Context: an optimization exercise on an open-source flow, tuned for small area and a short achievable clock period. The choices shown serve that exercise and are no tape-out recipe.
RTL that was checked went through simulation tests only; none was proved equivalent to the original.
No functional check of the RTL was part of runs 1 and 2.
No activity file was given, so power comes from the tool's default toggle rates.

==> flow/flow/run.sh <==
#!/bin/bash
# Standard layout, with the port buffers made from a plain buffer cell.
set -euo pipefail
export BUFFER_PORTS_ARGS="-buffer_cell sky130_fd_sc_hd__buf_2"
bash standard.sh > standard.log 2>&1
==> flow/standard.sh <==
#!/bin/bash
# synth_recipe.tcl (not shown) runs the flow's synth.tcl, then flattens the netlist and writes it again
# the make line also repeats each setting of config.mk as NAME=value (left out here)
make -C /OpenROAD-flow-scripts/flow DESIGN_CONFIG=/design/flow/config.mk WORK_HOME=/design/flow/orfs CLKGATE_MAP_FILE= SYNTH_SCRIPT=/design/flow/synth_recipe.tcl "${@:-finish}"
==> flow/config.mk <==
export PLATFORM = sky130hd
export DESIGN_NAME = float_adder
export DESIGN_NICKNAME = float_adder
export VERILOG_FILES = /design/flow/design.v
export SDC_FILE = /design/flow/constraint.sdc
export NUM_CORES = 4
export LEC_CHECK = 0
export ABC_AREA = 1
export CAP_MARGIN = 20
export CORE_MARGIN = 2
export CORE_UTILIZATION = 50
export CTS_BUF_LIST = sky130_fd_sc_hd__clkbuf_8
export CTS_CLUSTER_SIZE = 40
export SETUP_SLACK_MARGIN = 2.8
export SLEW_MARGIN = 20
==> flow/constraint.sdc <==
create_clock -name core_clock -period 5.0 [get_ports {clk}]
set_input_delay 1.0000 -clock core_clock [delete_from_list [all_inputs] [get_ports {clk}]]
set_output_delay 1.0000 -clock core_clock [all_outputs]
set_load 0.01 [all_outputs]
==> flow/design.v <==
module float_adder(
    input   clk,
    input   rst,
    input   [31:0]  x,
    input   [31:0]  y,
    output  [31:0]  z,
    output  [1:0]   overflow  
);
    reg [2:0] cnt;
    always @(posedge clk or negedge rst) begin
        if (!rst)
            cnt <= 3'd0;
        else if (cnt != 3'd7)
            cnt <= cnt + 3'd1;
    end
    wire [8:0] d = {1'b0, x[30:23]} - {1'b0, y[30:23]};
    wire x_gt = x[30:0] > y[30:0];       
    wire zx = (x[30:0] == 31'd0);
    wire zy = (y[30:0] == 31'd0);
    wire neg = d[8];                     
    wire far = neg ? (d[7:5] != 3'b111) : (d[7:5] != 3'b000);
    reg [31:0] xr, yr;
    reg [4:0]  i_sh;
    reg        i_neg, i_far;
    reg        i_xb, i_hx, i_hy;
    always @(posedge clk) begin
        i_sh  <= d[4:0] ^ {5{neg}};
        i_neg <= neg;
        i_far <= far;
        i_hx <= ~zx;             
        i_hy <= ~zy | zx;        
        xr   <= x;
        yr   <= y;
        i_xb <= x_gt;
    end
    wire [7:0] ex = xr[30:23], ey = yr[30:23];
    wire [22:0] mx = xr[22:0], my = yr[22:0];
    wire sx = xr[31], sy = yr[31];
    wire sub = sx ^ sy;
    wire hx = i_hx, hy = i_hy;
    wire sel_y  = i_xb & ~i_far;
    wire sel_x1 = ~i_xb & i_neg & ~i_far;
    wire sel_x0 = ~i_xb & ~i_neg;
    wire [23:0] s_sml = ({24{sel_y}}  & {hy, my}) |
                        ({24{sel_x1}} & {1'b0, hx, mx[22:1]}) |
                        ({24{sel_x0}} & {hx, mx});
    wire [23:0] s_al  = s_sml >> i_sh;
    wire [22:0] m_big = i_xb ? mx : my;         
    wire [7:0]  e_big = i_xb ? ex : ey;
    wire ex1 = (ex == 8'd255), ey1 = (ey == 8'd255);
    wire nan  = (ex1 && (mx != 23'd0)) || (ey1 && (my != 23'd0));
    wire spec = ex1 || ey1;
    wire ones = nan || (ex1 && ey1 && sub);
    wire sgn = spec ? (sx | nan) : (i_xb ? sx : sy);
    reg [22:0] a_big;
    reg [23:0] a_sml;
    reg [7:0]  a_e;
    reg a_sgn, a_sub, a_spec, a_ones;
    always @(posedge clk) begin
        a_big  <= m_big;
        a_sml  <= s_al ^ {24{sub}};
        a_e    <= e_big;
        a_sgn  <= sgn;
        a_sub  <= sub;
        a_spec <= spec;
        a_ones <= ones;
    end
    wire [25:0] s_res = {2'b01, a_big, 1'b1} + {a_sub, a_sml, a_sub};
    wire [24:0] sum = {s_res[25] & ~a_sub, s_res[24:1]};
    reg [24:0] m_sum;
    reg [7:0]  m_ep1;        
    reg m_sgn, m_spec, m_ones;
    always @(posedge clk) begin
        m_sum  <= sum;
        m_ep1  <= a_e + 8'd1;
        m_sgn  <= a_sgn;
        m_spec <= a_spec;
        m_ones <= a_ones;
    end
    wire e0 = (m_ep1 == 8'd1);
    wire [24:0] lzin = {m_sum[24], m_sum[23] | e0, m_sum[22:0]};
    reg [4:0] k;
    integer i;
    always @(*) begin
        k = 5'd0;
        for (i = 0; i < 25; i = i + 1)
            if (lzin[i]) k = 5'd24 - i[4:0];
    end
    wire [23:0] crs  = m_sum[23:0] << {k[4:3], 3'b000};
    wire zero = (m_sum == 25'd0);
    wire ovf  = m_sum[24] && (m_ep1 == 8'd255);
    reg [23:0] n_m;
    reg [4:0]  n_k;
    reg [7:0]  n_ep1;
    reg        n_ones, n_clr, n_e255, n_e0;
        always @(posedge clk) begin
        n_m    <= crs;
        n_k    <= k;
        n_ep1  <= m_ep1;
        n_ones <= m_spec & m_ones;
        n_clr  <= m_spec | ovf;
        n_e255 <= m_spec | ovf;
        n_e0   <= zero & ~m_spec;
    end
    reg        z_s;
    reg [1:0]  z_ov;
    always @(posedge clk) begin
        if (cnt == 3'd3) begin
            z_s    <= (zero & ~m_spec) ? 1'b0 : m_sgn;
            z_ov   <= m_spec ? 2'b11 : {1'b0, ovf};
        end
    end
    wire [23:0] fin = n_m << n_k[2:0];
    reg [22:0] z_m;
    reg [7:0]  z_e;
    always @(posedge clk) begin
        if (cnt == 3'd4) begin
        z_m <= n_ones ? {23{1'b1}} : (n_clr ? 23'd0 : fin[23:1]);
        z_e <= n_e255 ? 8'd255 : (n_e0 ? 8'd0 : n_ep1 - {3'd0, n_k});
        end
    end
    assign z = {z_s, z_e, z_m};
    assign overflow = z_ov;
endmodule
==> flow_metrics.tcl, run 1 <==
set metrics [dict create \
    chipHeight_um 158 \
    cts_tree "yes" \
    cts_buffers 42 \
    syn_avg_cell_area_um2 8.30 \
    final_core_util 0.619 \
    worstMarginPinSlew_ns 0.839 \
    gr-total-overflow 0 \
    grt_pass1_vias 9726 \
    synthToLayoutAreaGrowth_pct 21.8 \
    ys_seq_elements 246 \
    portBuffers 99 \
    via_per_inst 5.34 \
    endpoint_kind "flip-flop" \
    clk_pin_slew_ns 0.06 \
    yosysMostFrequentCell "nand2_1" \
    synth-adder-area-share 0.0735 \
    ys_seq_area_frac 0.444 \
    rows 56 \
    htreeDepth 2 \
    min_period_ns 2.35 \
    skew_ns 0.0276 \
    hold_buffers 0 \
    initial_utilization 0.508 \
    worstSkewPairLatency_ns 0.57 \
    powerDensity_nw_per_um2 560 \
    wl_per_cell_um 17.2 \
    drt_pre_antenna_iters 5 \
    clkPwrFrac 0.243 \
    drcViolationCount 0 \
    clock_path_buffers 3 \
    hold_viol 0 \
    fin_setup_tns_ns 0 \
    synth_flop_cell "dfxtp_1" \
    synth_area_um2 11900 \
    antenna_cells 0 \
    power_frac_comb 0.393 \
    synth_area_leaders "dfxtp_1, nand2_1, edfxtp_1" \
    yosys_warnings 1 \
    gr-usage-all-layers 0.261 \
    ys_types 59 \
    grt_pass1_wl_um 50200 \
    critPathRequiredTime_ns 5.43 \
    critPathKind "input port to flip-flop" \
    slew_headroom 0.439 \
    synth_top_area_share 0.352 \
    place.gp.congestion 0.939 \
    synth-simple-area-share 0.189 \
    hp-class "input port to async pin" \
    r2r_end "a_sml[10]" \
    die_area_um2 25000 \
    synth_top_family_by_area "simple AND/OR/NAND/NOR gates" \
    finalPower_mw 8.11 \
    drv_cap 0 \
    vdd_drop_max_uv 281 \
    drt.antenna.violating_nets 0 \
    p_sw_mw 3.14 \
    async_reset_ff_frac 0.0122 \
    synth_edf_count 34 \
    max_freq_mhz 426 \
    die_w_um 158 \
    grt_max_degree 35 \
    synth_common_cells "nand2_1, dfxtp_1, inv_1, o21ai_0, a21oi_1" \
    core_um2 23400 \
    routed_wl_um 33200 \
    syn_nets 1566 \
    p_sw_frac 0.387 \
    drt_iter0_drc 687 \
    synth_cells 1432 \
    synth_compound_area_frac 0.151 \
    synthXorXnorAreaFrac 0.0470 \
    ios 100 \
    rrSetupSlack_ns 2.76 \
    cts_sinks 246 \
    synthMuxAreaShare 0.0210 \
    drive_gt1_frac 0.208 \
    worst-path-max-fanout 3 \
    worst_r2r_startpoint "i_xb" \
    start_kind "input port" \
    status "timing/DRC/antenna clean" \
    synth_area_leader_cell "dfxtp_1" \
    dp_hpwl_um 25300 \
    root_buffer "clkbuf_8" \
    ff2ff_path_depth 10 \
    fin_nets 1710 \
    cp.arrival_ns 2.78 \
    p_seq_frac 0.364 \
    power_leakage_nw 6.54 \
    vias 10300 \
    intPower_mw 4.98 \
    antenna_found_initial 0 \
    fin_crit_sh 0.470 \
    drv_slew 0 \
    rsz0062_at_grt "true" \
    setup_violations 0 \
]
[through the flow]
step	instance area [µm²]	worst slack (ns)	hold WS [ns]	std cells
after floorplan	11900	2.40	0.310	1432
after global placement	12600	2.10	0.311	1807
after detailed placement	12600	1.98	0.312	1807
after CTS	13900	2.76	0.214	1894
after global routing	14500	2.51	0.216	1925
final	14500	2.65	0.237	1925
[power groups by stage]
| stage | Clock (mW) | Sequential, mW | Combinational, mW |
|---|---|---|---|
| 6_report | 1.97 | 2.96 | 3.19 |
| 5_1_grt | 2.10 | 3.00 | 3.56 |
| 4_1_cts | 2.02 | 2.91 | 2.90 |
| 3_5_place_dp | 0 | 2.93 | 2.75 |
| 3_3_place_gp | 0 | 2.93 | 2.75 |
| 2_1_floorplan | 0 | 2.73 | 2.20 |
[worst max-delay path by stage]
stage	from	to	slack [ns]	depth (start not counted)
after global placement	y[24]	i_far	2.10	15
after CTS	y[25]	i_far	2.76	15
after global routing	y[25]	i_far	2.51	15
final	y[25]	i_far	2.65	15
after floorplan	y[24]	i_far	2.40	14
after detailed placement	i_xb	a_sml[8]	1.98	14
[what timing repair did]
action                                 in CTS  in global routing
endpoints found under the hold margin       0                  0
pin swaps                                   6                 33
buffers inserted                           10                 26
setup endpoints to repair                  60                 64
gates resized for setup                    40                 95
gates cloned                                3                  5
[critical path: stages]
cell	delay, ns
buf_8	0.10
inv_4	0.05
ha_4	0.20
a21oi_2	0.14
o21ai_2	0.07
a21o_1	0.20
a21oi_2	0.16
inv_1	0.07
a21oi_2	0.13
nor2_1	0.07
nor2_1	0.13
xor2_1	0.18
nand3_1	0.10
nor2_2	0.14
a21oi_2	0.04
[layer usage]
metal | up-vias | wire length [µm] | track usage
li1 | 5162 | - | -
met1 | 4770 | 13700 | 0.300
met2 | 270 | 17200 | 0.490
met3 | 69 | 1370 | 0.0441
met4 | 0 | 898 | 0.0811
met5 | - | 0 | 0
[area by class of cell]
cell class,count,area (µm²)
clock inverter,22,214
timing repair inverter,4,26.3
sequential,246,5310
clock buffer,52,716
inverter,172,688
tap,319,399
timing repair buffer,140,886
multi-input combinational,970,6240
fill,2111,8920
[state kept, by name (all words and copies together) (netlist names), 2 cells and up]
signal	cells
a_big	23
a_e	8
a_sml	24
cnt	3
i_sh	5
m_ep1	8
m_sum	25
n_ep1	8
n_k	5
n_m	24
xr	32
yr	32
z_e	8
z_m	23
z_ov	2
[cell families (layout without fill, tap and decap cells)]
logic type,Yosys count,count (layout)
xor gates and xnor gates,63,63
muxes,25,25
adders and majority gates,68,68
AOI/OAI and AO/OA,289,289
and+or+nand+nor,522,525
DFF,246,246
buffers and inverters,219,390
[layout by cell type, fill, tap and decap left out, types with 5 or more instances in the layout]
master / count
a21oi_1: 61
inv_1: 162
o21ai_2: 12
clkinv_2: 8
o211ai_1: 25
nand3_1: 44
o21ai_0: 74
nor3_1: 12
nor2_2: 8
ha_4: 14
dfxtp_1: 195
nor2_1: 64
nor2_4: 5
o221ai_1: 15
nand4_1: 25
mux2i_1: 24
nand2_1: 317
o221ai_2: 8
buf_2: 96
clkbuf_8: 52
dfxtp_2: 10
or2_1: 5
ha_1: 49
xnor2_1: 16
inv_2: 7
o21ai_1: 23
a221o_1: 10
edfxtp_1: 34
clkinvlp_4: 8
xor2_1: 46
nand2_2: 5
nor4_1: 24
a31oi_1: 15
a21oi_2: 14
a211oi_1: 5
buf_4: 34
==> inputs of run 2 (changes only) <==
--- a/flow/config.mk
+++ b/flow/config.mk
@@ -9,7 +9,5 @@
 export CAP_MARGIN = 20
 export CORE_MARGIN = 2
 export CORE_UTILIZATION = 50
-export CTS_BUF_LIST = sky130_fd_sc_hd__clkbuf_8
-export CTS_CLUSTER_SIZE = 40
 export SETUP_SLACK_MARGIN = 2.8
 export SLEW_MARGIN = 20
==> run 2 against run 1 <==
  * Sequential share of layout area up 0.39 points
  * Still clean on timing, DRC and antenna
  * Highest routed layer unchanged
  * Die area did not move
  * Largest cell class unchanged
  * Non-clock buffer count shrank 6
  * Fmax down 0.81%
==> flow_metrics.tcl, run 2 <==
set metrics [dict create \
    gr-usage-all-layers 0.257 \
    drcViolationCount 0 \
    place.gp.congestion 0.939 \
    cts_buffers 27 \
    syn_avg_cell_area_um2 8.30 \
    worstMarginPinSlew_ns 0.833 \
    rows 56 \
    synth_edf_count 34 \
    p_seq_frac 0.362 \
    fin_setup_tns_ns 0 \
    synth_cells 1432 \
    grt_max_degree 35 \
    synth_flop_cell "dfxtp_1" \
    dp_hpwl_um 25300 \
    dpl.cell_count 1807 \
    synth_top_area_share 0.352 \
    drt_pre_antenna_iters 7 \
    final_core_util 0.612 \
    mostFrequentLayoutCell "nand2_1" \
    async_reset_ff_frac 0.0122 \
    antenna_found_initial 0 \
    hold_viol 0 \
    fin_nets 1687 \
    portBuffers 99 \
    rrSetupSlack_ns 2.78 \
    root_buffer "clkbuf_16" \
    critPathRequiredTime_ns 5.42 \
    wl_met1_um 13400 \
    synth_area_leaders "dfxtp_1, nand2_1, edfxtp_1" \
    powerDensity_nw_per_um2 568 \
    power_frac_comb 0.386 \
    endpoint_kind "flip-flop" \
    top_layer "met4" \
    setup_violations 0 \
    skew_ns 0.00964 \
    min_period_ns 2.37 \
    routed_wl_um 32600 \
    antenna_cells 0 \
    layout_common_cells "nand2_1, dfxtp_1, inv_1" \
    worst-path-max-fanout 3 \
    synth_area_um2 11900 \
    ys_seq_area_frac 0.444 \
    setup_ws_ns 2.63 \
    gr-total-overflow 0 \
    via_per_inst 5.35 \
    drt_iter0_drc 695 \
    design_area_um2 14300 \
    cts_tree "yes" \
    intPower_mw 5.06 \
    fin_crit_sh 0.474 \
    drv_slew 0 \
    top_regs "xr: 32 flops, yr: 32 flops, m_sum: 25 flops" \
    chipHeight_um 158 \
    yosys_warnings 1 \
    slew_headroom 0.443 \
    htreeDepth 1 \
    met2_wirelength_um 16700 \
    clkPwrFrac 0.252 \
    die_area_um2 25000 \
    instances_no_fill 1893 \
    hold_buffers 0 \
    worstSkewPairLatency_ns 0.54 \
    clock_path_buffers 3 \
    wl_per_cell_um 17.2 \
    cts_sinks 246 \
    drt.antenna.violating_nets 0 \
    status "timing/DRC/antenna clean" \
    grt_pass1_vias 9599 \
    post-place-ws_ns 1.98 \
    hold_ws_ns 0.250 \
    yosysMostFrequentCell "nand2_1" \
    worst_r2r_startpoint "i_xb" \
    p_sw_mw 3.07 \
    placed_area_um2 12600 \
    syn_nets 1566 \
    synth_area_leader_cell "dfxtp_1" \
    core_um2 23400 \
    drive_gt1_frac 0.187 \
    power_leakage_nw 6.44 \
    r2r_end "a_sml[1]" \
    clk_pin_slew_ns 0.06 \
    p_sw_frac 0.378 \
    wl_met3_um 1420 \
    ys_seq_elements 246 \
    drv_cap 0 \
    grt_pass1_wl_um 49900 \
    cp.arrival_ns 2.78 \
    ff2ff_path_depth 15 \
    max_freq_mhz 422 \
    start_kind "input port" \
    vdd_drop_max_uv 288 \
    critPathKind "input port to flip-flop" \
    initial_utilization 0.508 \
    finalPower_mw 8.13 \
    rsz0062_at_grt "true" \
    hp-class "input port to async pin" \
    die_w_um 158 \
    ys_types 59 \
    synthToLayoutAreaGrowth_pct 20.4 \
    synth_common_cells "nand2_1, dfxtp_1, inv_1, o21ai_0, a21oi_1" \
    ios 100 \
    vias 10100 \
]
run 2: cell counts after synthesis:
No cell type changed its count.
run 2: worst max-delay path by stage:
stage	from	to	depth (start not counted)
detailed placement	i_xb	a_sml[8]	14
global placement	y[24]	i_far	15
CTS	y[25]	i_far	15
global route	y[25]	i_far	15
floorplan	y[24]	i_far	14
finish	x[25]	i_far	14
run 2: area by class of cell:
cell class,instances,area (µm²)
multi-input cells,969,6150
flip-flops and latches,246,5300
clock inverters,10,133
clock buffers,40,805
fillers,2134,9090
repair inverters,3,20.0
well taps,319,399
repair buffers,134,826
inverters,172,674
run 2: critical path: stages:
cell	delay [ns]
buf_6	0.10
ha_4	0.24
a21oi_2	0.15
o21ai_2	0.08
a21o_1	0.20
a21oi_2	0.16
inv_1	0.07
a21oi_2	0.13
nor2_1	0.06
nor2_1	0.13
xor2_1	0.18
nand3_1	0.10
nor2_2	0.14
a21oi_2	0.04
run 2: layer usage:
layer	GRT usage	vias to the layer above
li1	-	5104
met1	0.303	4653
met2	0.483	302
met3	0.0361	78
met4	0.0738	0
met5	0	-
run 2: power groups by stage:
stage / clock network (mW) / registers (mW) / logic [mW]
floorplan: 0 / 2.73 / 2.20
global placement: 0 / 2.93 / 2.75
detailed placement: 0 / 2.93 / 2.75
CTS: 2.08 / 2.91 / 2.88
global route: 2.17 / 2.99 / 3.51
finish: 2.05 / 2.95 / 3.14
run 2: kinds of logic (layout without fill, tap and decap cells):
logic type / count (synthesis) / count (layout) / share of synthesized area
adder cells (fa/ha/maj): 68 / 68 / 0.0735
buffers and inverters: 219 / 359 / 0.0746
multiplexers: 25 / 25 / 0.0210
AO/OA/AOI/OAI: 289 / 289 / 0.151
XOR/XNOR: 63 / 63 / 0.0470
AND/OR/NAND/NOR: 522 / 524 / 0.189
flip-flops: 246 / 246 / 0.444
run 2: repair_timing:
action / in CTS / in global routing
endpoints found under the hold margin: 0 / 0
buffers inserted: 10 / 20
cloned: 3 / 3
resized for setup: 41 / 78
pin swaps: 5 / 26
endpoints found under the setup margin: 60 / 59
==> inputs of run 3 (changes only) <==
--- a/flow/design.v
+++ b/flow/design.v
@@ -17,34 +17,27 @@
     wire x_gt = x[30:0] > y[30:0];       
     wire zx = (x[30:0] == 31'd0);
     wire zy = (y[30:0] == 31'd0);
-    wire neg = d[8];                     
-    wire far = neg ? (d[7:5] != 3'b111) : (d[7:5] != 3'b000);
     reg [31:0] xr, yr;
-    reg [4:0]  i_sh;
-    reg        i_neg, i_far;
+    reg [8:0]  i_d;
     reg        i_xb, i_hx, i_hy;
     always @(posedge clk) begin
-        i_sh  <= d[4:0] ^ {5{neg}};
-        i_neg <= neg;
-        i_far <= far;
         i_hx <= ~zx;             
         i_hy <= ~zy | zx;        
         xr   <= x;
         yr   <= y;
+        i_d  <= d;
         i_xb <= x_gt;
     end
     wire [7:0] ex = xr[30:23], ey = yr[30:23];
     wire [22:0] mx = xr[22:0], my = yr[22:0];
     wire sx = xr[31], sy = yr[31];
     wire sub = sx ^ sy;
+    wire neg = i_d[8];                   
     wire hx = i_hx, hy = i_hy;
-    wire sel_y  = i_xb & ~i_far;
-    wire sel_x1 = ~i_xb & i_neg & ~i_far;
-    wire sel_x0 = ~i_xb & ~i_neg;
-    wire [23:0] s_sml = ({24{sel_y}}  & {hy, my}) |
-                        ({24{sel_x1}} & {1'b0, hx, mx[22:1]}) |
-                        ({24{sel_x0}} & {hx, mx});
-    wire [23:0] s_al  = s_sml >> i_sh;
+    wire [23:0] s_sml = i_xb ? {hy, my} : (neg ? {1'b0, hx, mx[22:1]} : {hx, mx});
+    wire [4:0]  sh    = i_d[4:0] ^ {5{neg}};
+    wire        far   = neg ? (i_d[7:5] != 3'b111) : (i_d[7:5] != 3'b000);
+    wire [23:0] s_al  = far ? 24'd0 : (s_sml >> sh);
     wire [22:0] m_big = i_xb ? mx : my;         
     wire [7:0]  e_big = i_xb ? ex : ey;
     wire ex1 = (ex == 8'd255), ey1 = (ey == 8'd255);
==> flow/flow/run.sh (replaced) <==
#!/bin/bash
# Standard layout (standard.sh), with port buffers made from a plain buffer
# cell and clock tree synthesis without dummy loads.
set -euo pipefail
export BUFFER_PORTS_ARGS="-buffer_cell sky130_fd_sc_hd__buf_1"
export CTS_ARGS="-sink_clustering_enable -repair_clock_nets -dont_use_dummy_load -buf_list sky130_fd_sc_hd__clkbuf_8 -sink_clustering_size 40"
bash standard.sh > standard.log 2>&1
--- a/flow/config.mk
+++ b/flow/config.mk
@@ -6,8 +6,8 @@
 export NUM_CORES = 4
 export LEC_CHECK = 0
 export ABC_AREA = 1
-export CAP_MARGIN = 20
+export CAP_MARGIN = 10
 export CORE_MARGIN = 2
 export CORE_UTILIZATION = 50
-export SETUP_SLACK_MARGIN = 2.8
-export SLEW_MARGIN = 20
+export SETUP_SLACK_MARGIN = 2.6
+export SLEW_MARGIN = 10
==> run 3 against run 2 <==
  * Core utilization shrank 2.4 points
  * Worst setup slack gained 0.043 ns
  * Still clean on timing, DRC and antenna
  * Largest cell class unchanged
  * Die area shrank 0.34%
  * Highest routed layer unchanged
==> flow_metrics.tcl, run 3 <==
set metrics [dict create \
    top_regs "xr: 32 flops, yr: 32 flops, m_sum: 25 flops" \
    p_sw_mw 2.74 \
    yosys_warnings 1 \
    clk_pin_slew_ns 0.06 \
    ios 100 \
    synth_area_leader_cell "dfxtp_1" \
    min_period_ns 2.33 \
    root_buffer "clkbuf_8" \
    multi_input_area_um2 5870 \
    chipHeight_um 158 \
    hold_ws_ns 0.267 \
    drv_slew 0 \
    cts_buffers 41 \
    setup_violations 0 \
    antenna_found_initial 1 \
    worst-path-max-fanout 26 \
    via_per_inst 5.35 \
    vias 10200 \
    ff2ff_path_depth 12 \
    ys_seq_elements 248 \
    cts_sinks 248 \
    initial_utilization 0.508 \
    drcViolationCount 0 \
    cp.arrival_ns 2.71 \
    htreeDepth 2 \
    synth_edf_count 34 \
    ys_seq_area_frac 0.449 \
    rrSetupSlack_ns 2.67 \
    vdd_drop_max_uv 209 \
    worstMarginPinSlew_ns 1.16 \
    max_freq_mhz 430 \
    dp_hpwl_um 23500 \
    p_seq_frac 0.398 \
    hold_viol 0 \
    p_sw_frac 0.388 \
    worstSkewPairLatency_ns 0.54 \
    critPathKind "flip-flop to flip-flop" \
    fillers 2190 \
    synth_flop_cell "dfxtp_1" \
    drt_pre_antenna_iters 5 \
    synth_common_cells "nand2_1, dfxtp_1, inv_1, o21ai_0, a21oi_1" \
    grt_pass1_wl_um 48900 \
    die_area_um2 24900 \
    portBuffers 99 \
    fin_crit_sh 0.465 \
    fin_setup_tns_ns 0 \
    layout_common_cells "nand2_1, dfxtp_1, inv_1" \
    setup_ws_ns 2.67 \
    status "timing/DRC/antenna clean" \
    seqCellArea_um2 5340 \
    cts_tree "yes" \
    drv_cap 0 \
    hp-class "input port to async pin" \
    grt_max_degree 33 \
    finalPower_mw 7.07 \
    synth_area_leaders "dfxtp_1, nand2_1, edfxtp_1" \
    powerDensity_nw_per_um2 515 \
    gr-total-overflow 0 \
    syn_avg_cell_area_um2 8.16 \
    grt_pass1_vias 9542 \
    antenna_cells 0 \
    synth_top_area_share 0.357 \
    skew_ns 0.0547 \
    fin_nets 1729 \
    rows 56 \
    ys_types 45 \
    syn_nets 1586 \
    endpoint_kind "flip-flop" \
    synthToLayoutAreaGrowth_pct 15.8 \
    die_w_um 158 \
    clock_path_buffers 3 \
    power_frac_comb 0.403 \
    core_um2 23300 \
    drt.antenna.violating_nets 0 \
    routed_wl_um 31500 \
    start_kind "flip-flop" \
    post-place-ws_ns 1.80 \
    r2r_end "a_sml[2]" \
    power_leakage_nw 6.05 \
    async_reset_ff_frac 0.0121 \
    synth_area_um2 11800 \
    critPathRequiredTime_ns 5.38 \
    gr-usage-all-layers 0.251 \
    slew_headroom 0.228 \
    rsz0062_at_grt "true" \
    worst_r2r_startpoint "i_d[8]" \
    mostFrequentLayoutCell "nand2_1" \
    wl_per_cell_um 16.5 \
    drive_gt1_frac 0.0979 \
    yosysMostFrequentCell "nand2_1" \
    synth_cells 1452 \
    clkPwrFrac 0.199 \
    intPower_mw 4.33 \
    place.gp.congestion 0.904 \
    drt_iter0_drc 558 \
]
-- run 3: cell count changes after synthesis, moves of 4 or more --
cell	before	now
o21ai_0	84	129
o221ai_1	22	4
a21oi_1	74	83
nand3_1	45	53
nor2_1	71	78
mux2i_1	25	20
nand4_1	25	20
a211oi_1	5	1
mux2_2	0	4
nand2_1	321	317
-- run 3: layout make-up --
| class | instances | share of cell area |
|---|---|---|
| clock buffers | 41 | 0.0411 |
| inverters | 166 | 0.0471 |
| multi-input cells | 987 | 0.428 |
| flip-flops and latches | 248 | 0.389 |
| well taps | 319 | 0.0291 |
| repair buffers | 145 | 0.0631 |
| repair inverters | 6 | 0.00274 |
-- run 3: cell families (layout without fill, tap and decap cells) --
kind of cell	count (synthesis)	count (layout)	synth area share
AO/OA/AOI/OAI	312	312	0.149
XOR/XNOR	68	68	0.0522
adder cells (fa/ha/maj)	68	68	0.0737
buffers and inverters	217	358	0.0732
flip-flops	248	248	0.449
multiplexers	24	24	0.0207
AND/OR/NAND/NOR	515	515	0.182
-- run 3: worst max-delay path: stages, from the launching register on --
cell,delay (ns)
dfxtp_4,0.39
buf_12,0.16
xnor2_2,0.21
buf_12,0.21
clkinvlp_4,0.18
clkbuf_2,0.20
nor2_2,0.20
nand2_1,0.09
o21ai_2,0.07
nand2_1,0.10
a21oi_1,0.13
nand2_1,0.08
xor2_1,0.14
-- run 3: timing repair --
action | CTS | global route
gates resized for setup | 40 | 80
hold endpoints to repair | 0 | 0
buffers inserted | 14 | 16
gates cloned | 7 | 4
hold buffers | 0 | 0
pin swaps | 2 | 15
setup endpoints to repair | 49 | 34
-- run 3: power groups by stage --
stage	Combinational [mW]	Sequential, mW	Clock (mW)
finish	2.85	2.81	1.41
global route	3.19	2.86	1.53
CTS	2.65	2.82	1.45
detailed placement	2.51	2.85	0
global placement	2.51	2.85	0
floorplan	1.97	2.68	0
-- run 3: stage by stage --
stage	instance area [µm²]	utilization	cells
2_1_floorplan	11900	-	1452
3_3_place_gp	12500	0.534	1830
3_5_place_dp	12500	0.534	1830
4_1_cts	13400	0.573	1892
5_1_grt	13700	0.588	1912
6_report	13700	0.588	1912
-- run 3: worst max path at each step --
stage                     startpoint        end  slack, ns  depth (start not counted)
final                         i_d[8]   a_sml[2]       2.67                         12
after global routing          i_d[8]   a_sml[7]       2.52                         16
after CTS                   a_big[2]  m_sum[19]       2.59                         12
after detailed placement      n_k[1]     z_e[7]       1.80                         11
after global placement        n_k[1]     z_e[7]       1.84                         11
after floorplan                y[25]     i_d[7]       2.62                         12
-- run 3: per-layer routing --
| layer | vias up | GRT usage | share of wire |
|---|---|---|---|
| met1 | 4675 | 0.343 | 0.46 |
| met5 | - | 0 | 0 |
| met2 | 322 | 0.401 | 0.45 |
| li1 | 5162 | - | - |
| met3 | 68 | 0.0378 | 0.052 |
| met4 | 0 | 0.0995 | 0.035 |
==> inputs of run 4 (changes only) <==
==> flow/flow/run.sh (replaced) <==
#!/bin/bash
# Standard layout (standard.sh), with port buffers made from a plain buffer
# cell and clock tree synthesis without dummy loads.
set -euo pipefail
export BUFFER_PORTS_ARGS="-buffer_cell sky130_fd_sc_hd__buf_1"
export CTS_ARGS="-sink_clustering_enable -repair_clock_nets -dont_use_dummy_load -buf_list sky130_fd_sc_hd__clkbuf_16 -sink_clustering_size 30 -sink_clustering_max_diameter 200"
bash standard.sh > standard.log 2>&1
==> run 4 against run 3 <==
  * Still clean on timing, DRC and antenna
  * Clock-buffer cell count decreased by 29
  * Sequential power about the same
  * Core utilization down 1.1 points
  * Synthesized cell count unchanged
  * Register-to-register slack barely moved
  * Global-route usage down 0.53 points
  * Total power is 5.1% lower
  * Clock power is 28% lower
  * Combinational power is 1% higher
  * Critical endpoint is now m_sum[19]
  * Largest cell class unchanged
==> flow_metrics.tcl, run 4 <==
set metrics [dict create \
    antenna_cells 0 \
    seqCellArea_um2 5340 \
    hold_viol 0 \
    drv_cap 0 \
    skew_ns 0.0582 \
    cts_buffers 12 \
    synth_cells 1452 \
    wl_per_cell_um 16.6 \
    rows 56 \
    place.gp.congestion 0.904 \
    gr-total-overflow 0 \
    endpoint_kind "flip-flop" \
    start_kind "flip-flop" \
    post-place-ws_ns 1.80 \
    hp-class "input port to async pin" \
    synth_top_area_share 0.357 \
    powerDensity_nw_per_um2 498 \
    root_buffer "clkbuf_16" \
    synth_area_um2 11800 \
    clk_pin_slew_ns 0.11 \
    fin_crit_sh 0.467 \
    htreeDepth 1 \
    ff2ff_path_depth 12 \
    slew_headroom 0.216 \
    worstSkewPairLatency_ns 0.48 \
    die_area_um2 24900 \
    cts_tree "yes" \
    synth_area_leaders "dfxtp_1, nand2_1, edfxtp_1" \
    synth_flop_cell "dfxtp_1" \
    async_reset_ff_frac 0.0121 \
    cts_sinks 248 \
    gr-usage-all-layers 0.246 \
    ys_seq_area_frac 0.449 \
    chipHeight_um 158 \
    grt_pass1_vias 9245 \
    layout_common_cells "nand2_1, dfxtp_1, inv_1" \
    final_core_util 0.578 \
    antenna_found_initial 0 \
    critPathRequiredTime_ns 5.37 \
    portBuffers 99 \
    worstMarginPinSlew_ns 1.17 \
    fin_setup_tns_ns 0 \
    rsz0062_at_grt "true" \
    grt_max_degree 33 \
    drv_slew 0 \
    hold_ws_ns 0.318 \
    instances_no_fill 1884 \
    status "timing/DRC/antenna clean" \
    syn_avg_cell_area_um2 8.16 \
    synth_edf_count 34 \
    die_w_um 158 \
    synthToLayoutAreaGrowth_pct 13.7 \
    drt_iter0_drc 672 \
    ios 100 \
    power_leakage_nw 5.92 \
    drt_pre_antenna_iters 5 \
    vias 10100 \
    via_per_inst 5.36 \
    routed_wl_um 31200 \
    drcViolationCount 0 \
    setup_ws_ns 2.66 \
    multi_input_area_um2 5880 \
    ys_seq_elements 248 \
    clock_path_buffers 3 \
    ys_types 45 \
    core_um2 23300 \
    setup_violations 0 \
    fin_nets 1701 \
    critPathKind "flip-flop to flip-flop" \
    syn_nets 1586 \
    vdd_drop_max_uv 245 \
    top_regs "xr: 32 flops, yr: 32 flops, m_sum: 25 flops" \
    min_period_ns 2.34 \
    worst-path-max-fanout 5 \
    fillers 2200 \
    drt.antenna.violating_nets 0 \
    grt_pass1_wl_um 48200 \
    dp_hpwl_um 23500 \
    yosys_warnings 1 \
    hold_buffers 0 \
    dpl.cell_count 1830 \
    drive_gt1_frac 0.0824 \
    initial_utilization 0.508 \
    synth_area_leader_cell "dfxtp_1" \
    mostFrequentLayoutCell "nand2_1" \
    max_freq_mhz 428 \
    yosysMostFrequentCell "nand2_1" \
    cp.arrival_ns 2.71 \
    synth_common_cells "nand2_1, dfxtp_1, inv_1, o21ai_0, a21oi_1" \
]
[run 4: metrics by stage]
stage,area [µm²],power [mW]
after CTS,13100,6.52
after floorplan,11900,4.66
after detailed placement,12500,5.35
after global placement,12500,5.36
after global routing,13500,7.20
final,13500,6.71
[run 4: metal layers]
metal	wire, µm	up-vias	share of wire	global-route usage
met2	14200	293	0.46	0.403
met4	1070	0	0.034	0.0691
met5	0	-	0	0
met3	1360	63	0.044	0.0266
met1	14500	4641	0.47	0.345
li1	-	5105	-	-
[run 4: final timing paths]
| check | startpoint | end | slack, ns |
|---|---|---|---|
| min | rst | cnt[1] | 0.32 |
| min reg2reg | a_spec | m_spec | 0.34 |
| max | a_big[2] | m_sum[19] | 2.66 |
| max reg2reg | a_big[2] | m_sum[19] | 2.66 |
| max in group asynchronous | rst | cnt[2] | 4.52 |
| min in group core_clock | a_spec | m_spec | 0.34 |
[run 4: cell families after synthesis]
| group | synth area share |
|---|---|
| simple gates | 0.182 |
| buf+inv | 0.0732 |
| xor+xnor | 0.0522 |
| flops | 0.449 |
| compound gates | 0.149 |
| fa+ha+maj | 0.0737 |
| mux | 0.0207 |
[run 4: timing repair]
action | CTS | global route
endpoints found under the hold margin | 0 | 0
cloned | 8 | 4
pin swaps | 2 | 14
buffers inserted | 10 | 20
gates resized for setup | 43 | 79
endpoints found under the setup margin | 52 | 36
[run 4: worst max-delay path, stage by stage (launching register included)]
cell      delay (ns)
dfxtp_1         0.40
ha_2            0.33
a21oi_2         0.19
o21ai_4         0.09
a21oi_4         0.18
o21ai_4         0.08
a21oi_4         0.26
o21bai_4        0.08
buf_4           0.13
buf_4           0.12
buf_4           0.12
buf_4           0.12
xor2_1          0.13
[run 4: cell type report]
cell class | count | share of cell area
Clock buffer | 12 | 0.0223
Multi-Input combinational cell | 987 | 0.436
Tap cell | 319 | 0.0296
Sequential cell | 248 | 0.396
Timing Repair inverter | 7 | 0.00334
Inverter | 166 | 0.0479
Timing Repair Buffer | 145 | 0.0643
[run 4: power breakdown]
group	internal, mW	switching [mW]
clock	0.435	0.584
sequential	2.49	0.312
combinational	1.13	1.76
==> inputs of run 5 (changes only) <==
==> flow/flow/run.sh (replaced) <==
#!/bin/bash
# Standard layout (standard.sh), with port buffers made from a plain buffer
# cell and clock tree synthesis without dummy loads.
set -euo pipefail
export BUFFER_PORTS_ARGS="-buffer_cell sky130_fd_sc_hd__buf_1"
export CTS_ARGS="-sink_clustering_enable -repair_clock_nets -dont_use_dummy_load -buf_list sky130_fd_sc_hd__clkbuf_8 -sink_clustering_size 20 -sink_clustering_max_diameter 200"
bash standard.sh > standard.log 2>&1
==> run 5 against run 4 <==
  * Die area is the same
  * Sequential share of layout area rose by 0.33 points
  * Register-to-register slack improved by 0.02 ns
  * Still clean
  * Via count is 0.53% lower
  * Highest routed layer unchanged
  * Synthesized cell count did not move
  * Non-clock buffer count up 2
  * Wire length shrank 0.54%
  * Sequential power about the same
  * Critical path depth unchanged
  * Fmax is 0.95% higher
==> flow_metrics.tcl, run 5 <==
set metrics [dict create \
    antenna_cells 0 \
    fin_crit_sh 0.463 \
    multi_input_area_um2 5840 \
    drt.antenna.violating_nets 0 \
    synthToLayoutAreaGrowth_pct 12.8 \
    finalPower_mw 6.52 \
    grt_max_degree 36 \
    place.gp.congestion 0.904 \
    synth_area_leaders "dfxtp_1, nand2_1, edfxtp_1" \
    ys_types 45 \
    portBuffers 99 \
    yosys_warnings 1 \
    synth_area_leader_cell "dfxtp_1" \
    hold_viol 0 \
    chipHeight_um 158 \
    use_met3 0.0257 \
    clk_pin_slew_ns 0.12 \
    top_usage_layer "met2" \
    final_core_util 0.573 \
    root_buffer "clkbuf_8" \
    fillers 2225 \
    min_period_ns 2.31 \
    grt_util_met2 0.395 \
    routed_wl_um 31000 \
    yosysMostFrequentCell "nand2_1" \
    design_area_um2 13400 \
    clock_path_buffers 3 \
    drive_gt1_frac 0.0808 \
    mostFrequentLayoutCell "nand2_1" \
    via_per_inst 5.32 \
    htreeDepth 1 \
    synth_flop_cell "dfxtp_1" \
    die_w_um 158 \
    start_kind "flip-flop" \
    skew_ns 0.0608 \
    syn_nets 1586 \
    synth_common_cells "nand2_1, dfxtp_1, inv_1, o21ai_0, a21oi_1" \
    drcViolationCount 0 \
    synth_edf_count 34 \
    cts_tree "yes" \
    grt_pass1_wl_um 48000 \
    max_freq_mhz 432 \
    drv_cap 0 \
    ys_seq_area_frac 0.449 \
    critPathKind "flip-flop to flip-flop" \
    initial_utilization 0.508 \
    antenna_found_initial 0 \
    grtUsageMet1 0.346 \
    drt_iter0_drc 615 \
    cp.arrival_ns 2.71 \
    endpoint_kind "flip-flop" \
    synth_cells 1452 \
    hp-class "input port to async pin" \
    status "timing/DRC/antenna clean" \
    seqCellArea_um2 5340 \
    vias 10000 \
    rows 56 \
    gr-usage-all-layers 0.245 \
    hold_buffers 0 \
    core_um2 23300 \
    cts_sinks 248 \
    cts_buffers 16 \
    worstSkewPairLatency_ns 0.51 \
    rsz0062_at_grt "true" \
    ios 100 \
    wl_per_cell_um 16.4 \
    powerDensity_nw_per_um2 488 \
    fin_setup_tns_ns 0 \
    gr-total-overflow 0 \
    vdd_drop_max_uv 200 \
    instances_no_fill 1890 \
    power_leakage_nw 5.87 \
    drt_pre_antenna_iters 5 \
    ys_seq_elements 248 \
    placed_area_um2 12500 \
    synth_top_area_share 0.357 \
    layout_common_cells "nand2_1, dfxtp_1, inv_1" \
    fin_nets 1707 \
    grt_pass1_vias 9260 \
    top_regs "xr: 32 flops, yr: 32 flops, m_sum: 25 flops" \
    setup_violations 0 \
    worst-path-max-fanout 6 \
    die_area_um2 24900 \
    drv_slew 0 \
    slew_headroom 0.223 \
    async_reset_ff_frac 0.0121 \
    synth_area_um2 11800 \
    worstMarginPinSlew_ns 1.16 \
    critPathRequiredTime_ns 5.39 \
    dpl.cell_count 1830 \
    syn_avg_cell_area_um2 8.16 \
    dp_hpwl_um 23500 \
]
-- run 5: cell counts after synthesis --
No cell type changed its count.
-- run 5: layout make-up --
cell class,instances,share of cell area
clock buffer,16,0.0165
inverter,166,0.0486
multi-input combinational,987,0.437
sequential,248,0.400
tap,319,0.0299
timing repair buffer,147,0.0654
timing repair inverter,7,0.00337
-- run 5: power breakdown --
part	internal, mW	total [mW]	leakage, nW	switching, mW
logic	1.12	2.87	3.65	1.75
clock network	0.292	0.860	0.115	0.568
registers	2.49	2.79	2.10	0.299
-- run 5: critical path, cell delays in order, from the launching register on --
cell        delay [ns]
dfxtp_4           0.42
buf_12            0.15
clkinvlp_4        0.18
buf_6             0.17
o211ai_1          0.14
o21ai_1           0.12
mux2i_1           0.24
mux2i_1           0.17
o21ai_1           0.22
nand2_1           0.07
nand3_1           0.10
nand2_1           0.07
xor2_1            0.14
-- run 5: metal layers --
layer | vias up | wire, µm
li1 | 5112 | -
met1 | 4616 | 14500
met2 | 260 | 14200
met3 | 60 | 1380
met4 | 0 | 931
met5 | - | 0
-- run 5: kinds of logic (layout without fill, tap and decap cells) --
logic type | Yosys count | after routing | synth area share
AO/OA/AOI/OAI | 312 | 312 | 0.149
XOR/XNOR | 68 | 68 | 0.0522
adder cells (fa/ha/maj) | 68 | 68 | 0.0737
buffers and inverters | 217 | 336 | 0.0732
flip-flops | 248 | 248 | 0.449
multiplexers | 24 | 24 | 0.0207
AND/OR/NAND/NOR | 515 | 515 | 0.182
-- run 5: final timing paths --
| check | from | slack, ns | cells past startpoint | endpoint |
|---|---|---|---|---|
| setup / recovery | i_d[8] | 2.69 | 12 | a_sml[3] |
| hold / removal | rst | 0.28 | 1 | cnt[2] |
| setup reg to reg | i_d[8] | 2.69 | 12 | a_sml[3] |
| hold reg to reg | a_sgn | 0.34 | 0 | m_sgn |
| max in group asynchronous | rst | 4.56 | 1 | cnt[0] |
| min in group core_clock | a_sgn | 0.34 | 0 | m_sgn |
-- run 5: repair_timing --
action	in CTS	in global routing
setup endpoints to repair	49	36
cloned	7	5
pin swaps	2	15
gates resized for setup	40	66
setup buffers	9	23
-- run 5: per-stage QoR --
stage	setup WS [ns]	hold WS, ns
after floorplan	2.62	0.310
final	2.69	0.281
after detailed placement	1.80	0.312
after CTS	2.58	0.249
after global placement	1.84	0.311
after global routing	2.53	0.256
==> inputs of run 6 (changes only) <==
==> flow/flow/run.sh (replaced) <==
#!/bin/bash
# Standard layout (standard.sh), with port buffers made from a plain buffer
# cell and clock tree synthesis without dummy loads.
set -euo pipefail
export BUFFER_PORTS_ARGS="-buffer_cell sky130_fd_sc_hd__buf_1"
export CTS_ARGS="-sink_clustering_enable -repair_clock_nets -dont_use_dummy_load -buf_list sky130_fd_sc_hd__clkbuf_16 -sink_clustering_size 24 -sink_clustering_max_diameter 120"
bash standard.sh > standard.log 2>&1
--- a/flow/config.mk
+++ b/flow/config.mk
@@ -9,5 +9,5 @@
 export CAP_MARGIN = 10
 export CORE_MARGIN = 2
 export CORE_UTILIZATION = 50
-export SETUP_SLACK_MARGIN = 2.6
+export SETUP_SLACK_MARGIN = 2.9
 export SLEW_MARGIN = 10
==> run 6 against run 5 <==
  * Critical path depth is 3 higher
  * Cell count is 2.3% higher
  * Synthesized area stayed put
  * Still clean
  * Die area stayed put
  * Worst hold slack better by 0.041 ns
  * Fmax is 3.4% higher
  * First-iteration DRC count is 47% higher
  * Largest cell class unchanged
  * Clock skew is 0.025 ns lower
==> flow_metrics.tcl, run 6 <==
set metrics [dict create \
    status "timing/DRC/antenna clean" \
    drv_cap 0 \
    cp_cell_sequence "buf_12, clkinvlp_4, buf_6, nand2_1, nand3_1, o21ai_1, mux2i_1, nand2_1, o21ai_2, nand2_1, o21ai_2, nand2_2, a21oi_2, nand2_1, xor2_1" \
    drt_iter0_drc 901 \
    worstMarginPinSlew_ns 0.595 \
    met2_wirelength_um 15800 \
    worst-path-max-fanout 5 \
    setup_ws_ns 2.76 \
    fin_nets 1750 \
    portBuffers 99 \
    grt_max_degree 33 \
    chipHeight_um 158 \
    instances_no_fill 1934 \
    ys_types 45 \
    async_reset_ff_frac 0.0121 \
    wl_met1_um 14400 \
    post-place-ws_ns 1.92 \
    power_leakage_nw 6.22 \
    vias 10500 \
    dpl.cell_count 1830 \
    min_period_ns 2.24 \
    yosysMostFrequentCell "nand2_1" \
    drv_slew 0 \
    clock_path_buffers 3 \
    endpoint_kind "flip-flop" \
    fin_crit_sh 0.447 \
    placed_area_um2 12500 \
    setup_violations 0 \
    synth_flop_cell "dfxtp_1" \
    yosys_warnings 1 \
    synth_area_um2 11800 \
    wl_met3_um 1750 \
    slew_headroom 0.599 \
    gr-total-overflow 0 \
    syn_avg_cell_area_um2 8.16 \
    start_kind "flip-flop" \
    cpPeakStageDelay_ns 0.40 \
    top_layer "met4" \
    fin_setup_tns_ns 0 \
    antenna_found_initial 1 \
    rsz0062_at_grt "true" \
    initial_utilization 0.508 \
    synth_cells 1452 \
    hp-class "input port to async pin" \
    htreeDepth 1 \
    drcViolationCount 0 \
    via_per_inst 5.41 \
    core_um2 23300 \
    mostFrequentLayoutCell "nand2_1" \
    root_buffer "clkbuf_16" \
    vdd_drop_max_uv 247 \
    critPathKind "flip-flop to flip-flop" \
    max_freq_mhz 447 \
    hold_viol 0 \
    rows 56 \
    design_area_um2 14500 \
    die_w_um 158 \
    cts_sinks 248 \
    die_area_um2 24900 \
    wl_per_cell_um 17.1 \
    critPathRequiredTime_ns 5.35 \
    final_core_util 0.619 \
    synthToLayoutAreaGrowth_pct 22.0 \
    place.gp.congestion 0.923 \
    hold_ws_ns 0.322 \
    powerDensity_nw_per_um2 503 \
    finalPower_mw 7.27 \
    ys_seq_elements 248 \
    syn_nets 1586 \
    layout_common_cells "nand2_1, dfxtp_1, inv_1" \
    routed_wl_um 33000 \
    synth_top_area_share 0.357 \
    dp_hpwl_um 23700 \
    top_regs "xr: 32 flops, yr: 32 flops, m_sum: 25 flops" \
    cts_tree "yes" \
    synth_common_cells "nand2_1, dfxtp_1, inv_1, o21ai_0, a21oi_1" \
    slowest_stage "dfxtp_4" \
    synth_area_leader_cell "dfxtp_1" \
    ios 100 \
    skew_ns 0.0354 \
    grt_pass1_wl_um 50000 \
    clk_pin_slew_ns 0.09 \
    hold_buffers 0 \
    cts_buffers 14 \
    drt.antenna.violating_nets 0 \
    worstSkewPairLatency_ns 0.47 \
    cp.arrival_ns 2.58 \
    cpMostUsedCell "nand2_1" \
    ys_seq_area_frac 0.449 \
    drive_gt1_frac 0.173 \
    drt_pre_antenna_iters 6 \
    synth_edf_count 34 \
    synth_area_leaders "dfxtp_1, nand2_1, edfxtp_1" \
    grt_pass1_vias 9618 \
    gr-usage-all-layers 0.256 \
]
==> run 6: path summary, 6_finish.rpt <==
kind | start | endpoint | slack [ns] | cells after the start
hold reg to reg | a_spec | m_spec | 0.34 | 0
min in group core_clock | a_spec | m_spec | 0.34 | 0
setup reg to reg | i_d[8] | a_sml[1] | 2.76 | 15
max in group asynchronous | rst | cnt[1] | 4.51 | 1
setup / recovery | i_d[8] | a_sml[1] | 2.76 | 15
hold / removal | rst | cnt[0] | 0.32 | 1
==> run 6: worst max-delay path, delay by kind of cell (launching register included) <==
family | cells | cell delay, ns
buffers and inverters | 3 | 0.38
AO/OA/AOI/OAI | 4 | 0.47
multiplexers | 1 | 0.20
XOR/XNOR | 1 | 0.14
flip-flops | 1 | 0.40
AND/OR/NAND/NOR | 6 | 0.51
==> run 6: layout make-up <==
class / count / area (µm²)
timing repair inverter: 12 / 80.1
tap: 319 / 399
inverter: 166 / 662
multi-input combinational: 988 / 6350
timing repair buffer: 186 / 1250
sequential: 248 / 5360
antenna: 1 / 2.50
fill: 2073 / 8880
clock buffer: 14 / 350
==> run 6: routing by layer <==
layer,vias up,global-route usage
li1,5199,-
met1,4825,0.341
met2,362,0.438
met3,75,0.0287
met4,0,0.0742
met5,-,0
==> run 6: logic make-up (layout without fill, tap and decap cells) <==
family | count (synthesis) | in the layout | share of synthesized area
adders and majority gates | 68 | 68 | 0.0737
buffers and inverters | 217 | 378 | 0.0732
muxes | 24 | 24 | 0.0207
other | 0 | 1 | 0
AOI/OAI and AO/OA | 312 | 312 | 0.149
DFF | 248 | 248 | 0.449
xor gates and xnor gates | 68 | 68 | 0.0522
and+or+nand+nor | 515 | 516 | 0.182
==> run 6: what timing repair did <==
action / CTS / global route
cloned: 13 / 4
endpoints found under the setup margin: 82 / 51
pin swaps: 43 / 64
gates resized for setup: 148 / 109
setup buffers: 40 / 31
==> run 6: where the power goes <==
group / leakage (nW) / internal (mW) / switching [mW]
clock: 0.173 / 0.503 / 0.604
sequential: 2.11 / 2.49 / 0.297
combinational: 3.94 / 1.39 / 1.98
==> inputs of run 7 (changes only) <==
--- a/flow/config.mk
+++ b/flow/config.mk
@@ -9,5 +9,5 @@
 export CAP_MARGIN = 10
 export CORE_MARGIN = 2
 export CORE_UTILIZATION = 50
-export SETUP_SLACK_MARGIN = 2.9
+export SETUP_SLACK_MARGIN = 2.6
 export SLEW_MARGIN = 10
==> run 7 against run 6 <==
  * Sequential power about the same
  * Worst hold slack gained 0.0026 ns
  * Synthesized area unchanged
  * Sequential share of layout area grew 2.5 points
  * First-iteration DRC count decreased by 25%
  * Still clean
==> flow_metrics.tcl, run 7 <==
set metrics [dict create \
    clk_pin_slew_ns 0.10 \
    fin_crit_sh 0.464 \
    synth_top_area_share 0.357 \
    critPathRequiredTime_ns 5.41 \
    initial_utilization 0.508 \
    worst_r2r_startpoint "a_sml[3]" \
    synth_common_cells "nand2_1, dfxtp_1, inv_1, o21ai_0, a21oi_1" \
    chipHeight_um 158 \
    portBuffers 99 \
    clock_path_buffers 3 \
    finalPower_mw 6.79 \
    synth_edf_count 34 \
    drv_cap 0 \
    syn_avg_cell_area_um2 8.16 \
    start_kind "flip-flop" \
    rsz0062_at_grt "true" \
    synth_area_leaders "dfxtp_1, nand2_1, edfxtp_1" \
    synthToLayoutAreaGrowth_pct 14.0 \
    powerDensity_nw_per_um2 503 \
    yosysMostFrequentCell "nand2_1" \
    grt_pass1_wl_um 48000 \
    layout_common_cells "nand2_1, dfxtp_1, inv_1" \
    yosys_warnings 1 \
    cts_buffers 14 \
    gr-usage-all-layers 0.245 \
    ys_seq_area_frac 0.449 \
    drcViolationCount 0 \
    hold_viol 0 \
    drv_slew 0 \
    synth-adder-area-share 0.0737 \
    antenna_cells 0 \
    routed_wl_um 31300 \
    mostFrequentLayoutCell "nand2_1" \
    hold_ws_ns 0.325 \
    die_area_um2 24900 \
    drt.antenna.violating_nets 0 \
    synth_cells 1452 \
    synth-simple-area-share 0.182 \
    ys_seq_elements 248 \
    design_area_um2 13500 \
    ios 100 \
    status "timing/DRC/antenna clean" \
    core_um2 23300 \
    top_regs "xr: 32 flops, yr: 32 flops, m_sum: 25 flops" \
    drt_pre_antenna_iters 6 \
    root_buffer "clkbuf_16" \
    grt_pass1_vias 9257 \
    gr-total-overflow 0 \
    wl_per_cell_um 16.6 \
    rows 56 \
    drt_iter0_drc 678 \
    endpoint_kind "flip-flop" \
    synth_flop_cell "dfxtp_1" \
    cp.arrival_ns 2.73 \
    hp-class "input port to async pin" \
    worstMarginPinSlew_ns 1.19 \
    dpl.cell_count 1830 \
    syn_nets 1586 \
    r2r_end "m_sum[22]" \
    synth_top_family_by_area "simple AND/OR/NAND/NOR gates" \
    fin_setup_tns_ns 0 \
    worstSkewPairLatency_ns 0.48 \
    skew_ns 0.0282 \
    htreeDepth 1 \
    max_freq_mhz 431 \
    instances_no_fill 1889 \
    ys_types 45 \
    cts_sinks 248 \
    cts_tree "yes" \
    grt_max_degree 36 \
    via_per_inst 5.36 \
    die_w_um 158 \
    vias 10100 \
    synth_area_um2 11800 \
    antenna_found_initial 0 \
    synth_area_leader_cell "dfxtp_1" \
    async_reset_ff_frac 0.0121 \
    critPathKind "flip-flop to flip-flop" \
    fin_nets 1706 \
    power_leakage_nw 5.93 \
    dp_hpwl_um 23500 \
    slew_headroom 0.204 \
    vdd_drop_max_uv 210 \
    worst-path-max-fanout 5 \
    min_period_ns 2.32 \
    synthXorXnorAreaFrac 0.0522 \
    placed_area_um2 12500 \
    setup_violations 0 \
    place.gp.congestion 0.904 \
    rrSetupSlack_ns 2.68 \
    ff2ff_path_depth 11 \
    drive_gt1_frac 0.0809 \
    synth_compound_area_frac 0.149 \
    synthMuxAreaShare 0.0207 \
]
==> run 7: report_power, final <==
| group | switching (mW) | total (mW) | internal [mW] |
|---|---|---|---|
| sequential | 0.298 | 2.79 | 2.49 |
| combinational | 1.77 | 2.89 | 1.13 |
| clock | 0.608 | 1.11 | 0.503 |
| total | 2.67 | 6.79 | 4.12 |
==> run 7: layout make-up <==
cell class	count	area, µm²
inverters	166	646
multi-input cells	987	5850
well taps	319	399
flip-flops and latches	248	5340
repair buffers	149	877
repair inverters	6	40.0
fillers	2217	9830
clock buffers	14	350
==> run 7: cell families (layout without fill, tap and decap cells) <==
logic type | after synthesis | count (layout)
AO/OA/AOI/OAI | 312 | 312
flip-flops | 248 | 248
adder cells (fa/ha/maj) | 68 | 68
multiplexers | 24 | 24
XOR/XNOR | 68 | 68
AND/OR/NAND/NOR | 515 | 515
buffers and inverters | 217 | 335
==> run 7: critical path, cell delays in order (launching register included) <==
cell,delay [ns]
dfxtp_1,0.32
ha_2,0.38
a21oi_1,0.11
o21ai_0,0.22
a21oi_2,0.07
o21a_1,0.20
o21ai_1,0.18
nand3_1,0.09
o211ai_1,0.18
nand2_1,0.16
o21ai_1,0.19
xor2_1,0.15
==> run 7: what timing repair did <==
action | 4_1_cts | 5_1_grt
endpoints found under the setup margin | 48 | 36
gates resized for setup | 44 | 57
setup buffers | 13 | 22
hold buffers | 0 | 0
cloned | 6 | 4
pin swaps | 2 | 9
==> run 7: layer usage <==
metal / GRT usage / vias to the layer above / routed length (µm)
li1: - / 5104 / -
met1: 0.345 / 4660 / 14600
met2: 0.397 / 313 / 14400
met3: 0.0260 / 52 / 1530
met4: 0.0751 / 0 / 858
met5: 0 / - / 0
==> run 7: how the worst max path moves through the flow <==
stage,start,end,slack [ns],cells past startpoint
3_5_place_dp,n_k[1],z_e[7],1.80,11
5_1_grt,a_big[1],m_sum[22],2.55,11
2_1_floorplan,y[25],i_d[7],2.62,12
6_report,a_sml[3],m_sum[22],2.68,11
4_1_cts,n_k[1],z_e[7],2.58,11
3_3_place_gp,n_k[1],z_e[7],1.84,11
==> run 7: stage by stage <==
step	worst slack [ns]	utilization
3_3_place_gp	1.84	0.534
2_1_floorplan	2.62	-
6_report	2.68	0.579
3_5_place_dp	1.80	0.534
5_1_grt	2.55	0.579
4_1_cts	2.58	0.563
==> inputs of run 8 (changes only) <==
--- a/flow/config.mk
+++ b/flow/config.mk
@@ -8,6 +8,7 @@
 export ABC_AREA = 1
 export CAP_MARGIN = 10
 export CORE_MARGIN = 2
-export CORE_UTILIZATION = 50
+export CORE_UTILIZATION = 70
+export PLACE_DENSITY = 0.8
 export SETUP_SLACK_MARGIN = 2.6
 export SLEW_MARGIN = 10
==> run 8 against run 7 <==
  * Clock skew is 0.016 ns higher
  * Non-clock buffer count decreased by 7
  * Worst hold slack better by 0.0044 ns
  * Worst setup slack worse by 0.078 ns
  * Global-route usage grew 8.7 points
  * Synthesized cell count unchanged
  * Die area down 28%
  * Largest cell class unchanged
==> flow_metrics.tcl, run 8 <==
set metrics [dict create \
    status "timing/DRC/antenna clean" \
    grt_pass1_vias 9847 \
    fin_crit_sh 0.479 \
    power_leakage_nw 5.91 \
    drv_cap 0 \
    critPathRequiredTime_ns 5.36 \
    synth_flop_cell "dfxtp_1" \
    powerDensity_nw_per_um2 506 \
    synth_area_leaders "dfxtp_1, nand2_1, edfxtp_1" \
    rsz0062_at_grt "true" \
    hp-class "input port to async pin" \
    ys_seq_elements 248 \
    fillers 1132 \
    fin_nets 1699 \
    rows 47 \
    die_w_um 134 \
    synth_edf_count 34 \
    multi_input_area_um2 5850 \
    synth_top_area_share 0.357 \
    hold_viol 0 \
    worst-path-max-fanout 7 \
    ys_seq_area_frac 0.449 \
    async_reset_ff_frac 0.0121 \
    drcViolationCount 0 \
    cts_buffers 14 \
    cts_sinks 248 \
    ys_types 45 \
    critPathKind "flip-flop to flip-flop" \
    drt_iter0_drc 1224 \
    fin_setup_tns_ns 0 \
    layout_common_cells "nand2_1, dfxtp_1, inv_1" \
    drive_gt1_frac 0.0742 \
    drt.antenna.violating_nets 0 \
    antenna_cells 0 \
    vdd_drop_max_uv 375 \
    synthToLayoutAreaGrowth_pct 12.5 \
    wl_per_cell_um 17.8 \
    yosys_warnings 1 \
    mostFrequentLayoutCell "nand2_1" \
    clock_path_buffers 3 \
    worstMarginPinSlew_ns 1.18 \
    gr-total-overflow 0 \
    dp_hpwl_um 22500 \
    synth_common_cells "nand2_1, dfxtp_1, inv_1, o21ai_0, a21oi_1" \
    min_period_ns 2.40 \
    synth_area_um2 11800 \
    vias 10800 \
    core_um2 16600 \
    drt_pre_antenna_iters 8 \
    antenna_found_initial 1 \
    cp.arrival_ns 2.76 \
    chipHeight_um 134 \
    hold_ws_ns 0.329 \
    portBuffers 99 \
    via_per_inst 6.04 \
    root_buffer "clkbuf_16" \
    synth_area_leader_cell "dfxtp_1" \
    ios 100 \
    synth_cells 1452 \
    drv_slew 0 \
    routed_wl_um 31700 \
    worstSkewPairLatency_ns 0.47 \
    clk_pin_slew_ns 0.10 \
    top_regs "xr: 32 flops, yr: 32 flops, m_sum: 25 flops" \
    cts_tree "yes" \
    htreeDepth 1 \
    finalPower_mw 6.75 \
    die_area_um2 18000 \
    grt_pass1_wl_um 47900 \
    slew_headroom 0.215 \
    initial_utilization 0.714 \
    endpoint_kind "flip-flop" \
    syn_avg_cell_area_um2 8.16 \
    rrSetupSlack_ns 2.60 \
    grt_max_degree 42 \
    syn_nets 1586 \
    max_freq_mhz 417 \
    hold_buffers 0 \
    setup_violations 0 \
    skew_ns 0.0442 \
    yosysMostFrequentCell "nand2_1" \
    place.gp.congestion 0.994 \
    seqCellArea_um2 5340 \
    start_kind "flip-flop" \
    gr-usage-all-layers 0.332 \
]
run 8: cell count changes in the layout (fill, tap and decap cells not counted), moves of 3 or more:
| cell | before | now |
|---|---|---|
| buf_4 | 40 | 32 |
| a21oi_1 | 74 | 80 |
| a21oi_2 | 7 | 2 |
| o21ai_2 | 6 | 11 |
| clkbuf_2 | 1 | 4 |
| o21ai_0 | 100 | 97 |
run 8: final timing paths:
check,startpoint,end,depth (start not counted)
max in group asynchronous,rst,cnt[2],1
hold reg to reg,a_ones,m_ones,0
setup / recovery,i_d[8],a_sml[5],13
setup reg to reg,i_d[8],a_sml[5],13
min in group core_clock,a_ones,m_ones,0
hold / removal,rst,cnt[1],1
run 8: logic make-up (layout without fill, tap and decap cells):
logic type                 count (synthesis)  count (layout)  share of synthesized area
buffers and inverters                    217             327                     0.0732
xor gates and xnor gates                  68              69                     0.0522
adders and majority gates                 68              68                     0.0737
DFF                                      248             248                      0.449
and+or+nand+nor                          515             515                      0.182
AOI/OAI and AO/OA                        312             312                      0.149
muxes                                     24              24                     0.0207
run 8: worst max-delay path: stages (launching register included):
cell and delay, ns:
dfxtp_4 0.39, buf_12 0.16, clkinvlp_4 0.13, buf_4 0.14, nand2_1 0.06, nand3_1 0.08, o21ai_0 0.16, mux2i_1 0.34
o21ai_1 0.14, mux2i_1 0.22, nand2_1 0.07, nand3_1 0.10, o211ai_1 0.12, xor2_1 0.16
run 8: report_power, final:
group	total [mW]	internal, mW	switching, mW
clock network	1.10	0.503	0.596
registers	2.81	2.49	0.324
logic	2.84	1.09	1.75
total	6.75	4.08	2.67
run 8: cell type report:
class | instances | area share
Clock buffer | 14 | 0.0263
Multi-Input combinational cell | 988 | 0.439
Inverter | 166 | 0.0485
Sequential cell | 248 | 0.401
Timing Repair Buffer | 142 | 0.0627
Tap cell | 220 | 0.0207
Timing Repair inverter | 5 | 0.00244
run 8: per-stage QoR:
step                      setup slack, ns  cell area (µm²)  utilization  std cells
after floorplan                      2.62            11900            -       1452
after global placement               1.90            12300        0.743       1729
after detailed placement             1.76            12300        0.743       1729
after CTS                            2.60            12900        0.780       1759
after global routing                 2.51            13300        0.804       1783
final                                2.60            13300        0.804       1783
run 8: timing repair:
action | 4_1_cts | 5_1_grt
setup buffers | 12 | 17
gates cloned | 4 | 7
endpoints found under the setup margin | 48 | 33
resized for setup | 34 | 62
pin swaps | 3 | 17
run 8: layer usage:
metal / share of wire / GRT usage / wire [µm] / vias to the layer above
met5: 0 / 0 / 0 / -
met4: 0.041 / 0.132 / 1310 / 0
met3: 0.090 / 0.0465 / 2830 / 113
met2: 0.47 / 0.559 / 14900 / 608
met1: 0.40 / 0.436 / 12600 / 4940
li1: - / - / - / 5102
==> inputs of run 9 (changes only) <==
--- a/flow/config.mk
+++ b/flow/config.mk
@@ -8,7 +8,7 @@
 export ABC_AREA = 1
 export CAP_MARGIN = 10
 export CORE_MARGIN = 2
-export CORE_UTILIZATION = 70
-export PLACE_DENSITY = 0.8
+export CORE_UTILIZATION = 62
+export PLACE_DENSITY = 0.75
 export SETUP_SLACK_MARGIN = 2.6
 export SLEW_MARGIN = 10
==> run 9 against run 8 <==
  * Combinational power decreased by 1%
  * Via count decreased by 5.3%
  * Worst setup slack improved by 0.031 ns
  * First-iteration DRC count decreased by 33%
  * Critical path depth unchanged
  * Cell area about the same
  * Sequential share of layout area about the same
  * Synthesized cell count unchanged
  * Clock-buffer cell count unchanged
  * Largest power group is now registers
  * Highest routed layer unchanged
==> flow_metrics.tcl, run 9 <==
set metrics [dict create \
    status "timing/DRC/antenna clean" \
    rrSetupSlack_ns 2.69 \
    core_um2 18700 \
    gr-total-overflow 0 \
    synth_top_area_share 0.357 \
    synth_area_um2 11800 \
    drv_slew 0 \
    vdd_drop_max_uv 254 \
    hold_viol 0 \
    synth_flop_cell "dfxtp_1" \
    drt.antenna.violating_nets 0 \
    synth_common_cells "nand2_1, dfxtp_1, inv_1, o21ai_0, a21oi_1" \
    critPathRequiredTime_ns 5.42 \
    grt_max_degree 33 \
    worst-path-max-fanout 3 \
    worstSkewPairLatency_ns 0.50 \
    grtUsageMet1 0.394 \
    skew_ns 0.0482 \
    root_buffer "clkbuf_16" \
    fin_nets 1692 \
    cts_tree "yes" \
    cts_buffers 14 \
    antenna_cells 0 \
    cp.arrival_ns 2.78 \
    syn_nets 1586 \
    ys_seq_elements 248 \
    cts_sinks 248 \
    rows 50 \
    initial_utilization 0.633 \
    synthToLayoutAreaGrowth_pct 12.4 \
    grt_pass1_wl_um 47300 \
    hold_ws_ns 0.308 \
    fin_crit_sh 0.473 \
    min_period_ns 2.37 \
    ys_seq_area_frac 0.449 \
    hp-class "input port to async pin" \
    critPathKind "input port to flip-flop" \
    die_w_um 142 \
    vias 10200 \
    grt_pass1_vias 9410 \
    ios 100 \
    dp_hpwl_um 22200 \
    use_met3 0.0323 \
    ys_types 45 \
    top_regs "xr: 32 flops, yr: 32 flops, m_sum: 25 flops" \
    worstMarginPinSlew_ns 0.654 \
    drt_iter0_drc 819 \
    wl_per_cell_um 16.6 \
    gr-usage-all-layers 0.293 \
    yosys_warnings 1 \
    place.gp.congestion 0.991 \
    chipHeight_um 142 \
    htreeDepth 1 \
    power_leakage_nw 5.88 \
    hold_buffers 0 \
    synth_edf_count 34 \
    grt_util_met2 0.501 \
    portBuffers 99 \
    slew_headroom 0.563 \
    syn_avg_cell_area_um2 8.16 \
    finalPower_mw 6.71 \
    clk_pin_slew_ns 0.09 \
    routed_wl_um 29700 \
    top_usage_layer "met2" \
    endpoint_kind "flip-flop" \
    powerDensity_nw_per_um2 504 \
    drt_pre_antenna_iters 6 \
    synth_area_leader_cell "dfxtp_1" \
    rsz0062_at_grt "true" \
    fillers 1523 \
    mostFrequentLayoutCell "nand2_1" \
]
-- run 9: cell counts after synthesis --
Identical to the previous run, type by type.
-- run 9: final timing paths --
| kind | from | end | cells after the start |
|---|---|---|---|
| min | rst | cnt[0] | 1 |
| max reg2reg | a_big[2] | m_sum[22] | 11 |
| min in group core_clock | a_spec | m_spec | 0 |
| max in group asynchronous | rst | cnt[2] | 1 |
| max | y[2] | i_xb | 13 |
| min reg2reg | a_spec | m_spec | 0 |
-- run 9: routing by layer --
layer | wire length [µm] | up-vias
met5 | 0 | -
met4 | 885 | 0
li1 | - | 5078
met1 | 12900 | 4663
met2 | 14100 | 386
met3 | 1790 | 68
-- run 9: where the power goes --
group	switching [mW]	leakage, nW	total (mW)	internal [mW]
Sequential	0.316	2.10	2.80	2.49
Clock	0.605	0.173	1.11	0.503
Combinational	1.71	3.60	2.80	1.09
-- run 9: cells by family after synthesis --
logic type | share of synthesized area
multiplexers | 0.0207
XOR/XNOR | 0.0522
flip-flops | 0.449
AND/OR/NAND/NOR | 0.182
buffers and inverters | 0.0732
AO/OA/AOI/OAI | 0.149
adder cells (fa/ha/maj) | 0.0737
-- run 9: what timing repair did --
item / CTS / global route
pin swaps: 2 / 10
endpoints found under the hold margin: 0 / 0
setup endpoints to repair: 47 / 42
gates cloned: 6 / 6
setup buffers: 9 / 9
gates resized for setup: 31 / 71
-- run 9: area by class of cell --
cell class / instances / area (µm²) / area share
Clock buffer: 14 / 350 / 0.0263
Inverter: 166 / 646 / 0.0485
Multi-Input combinational cell: 988 / 5860 / 0.440
Sequential cell: 248 / 5340 / 0.401
Tap cell: 234 / 293 / 0.0220
Timing Repair Buffer: 133 / 783 / 0.0588
Timing Repair inverter: 7 / 42.5 / 0.00320
-- run 9: metrics by stage --
| stage | instances | worst slack (ns) | cell area (µm²) | utilization |
|---|---|---|---|---|
| 2_1_floorplan | 1452 | 2.62 | 11900 | - |
| 3_3_place_gp | 1745 | 1.89 | 12400 | 0.661 |
| 3_5_place_dp | 1745 | 1.90 | 12400 | 0.661 |
| 4_1_cts | 1774 | 2.60 | 13000 | 0.694 |
| 5_1_grt | 1790 | 2.54 | 13300 | 0.712 |
| 6_report | 1790 | 2.63 | 13300 | 0.712 |
-- run 9: critical path, stage by stage --
cell      delay, ns
buf_1          0.13
inv_1          0.06
ha_1           0.31
nand2_1        0.05
o21ai_0        0.15
a21oi_1        0.08
nor2_1         0.09
o21ai_1        0.09
a21oi_1        0.16
nor2_1         0.05
o221ai_1       0.33
nand2_1        0.12
a31oi_1        0.14
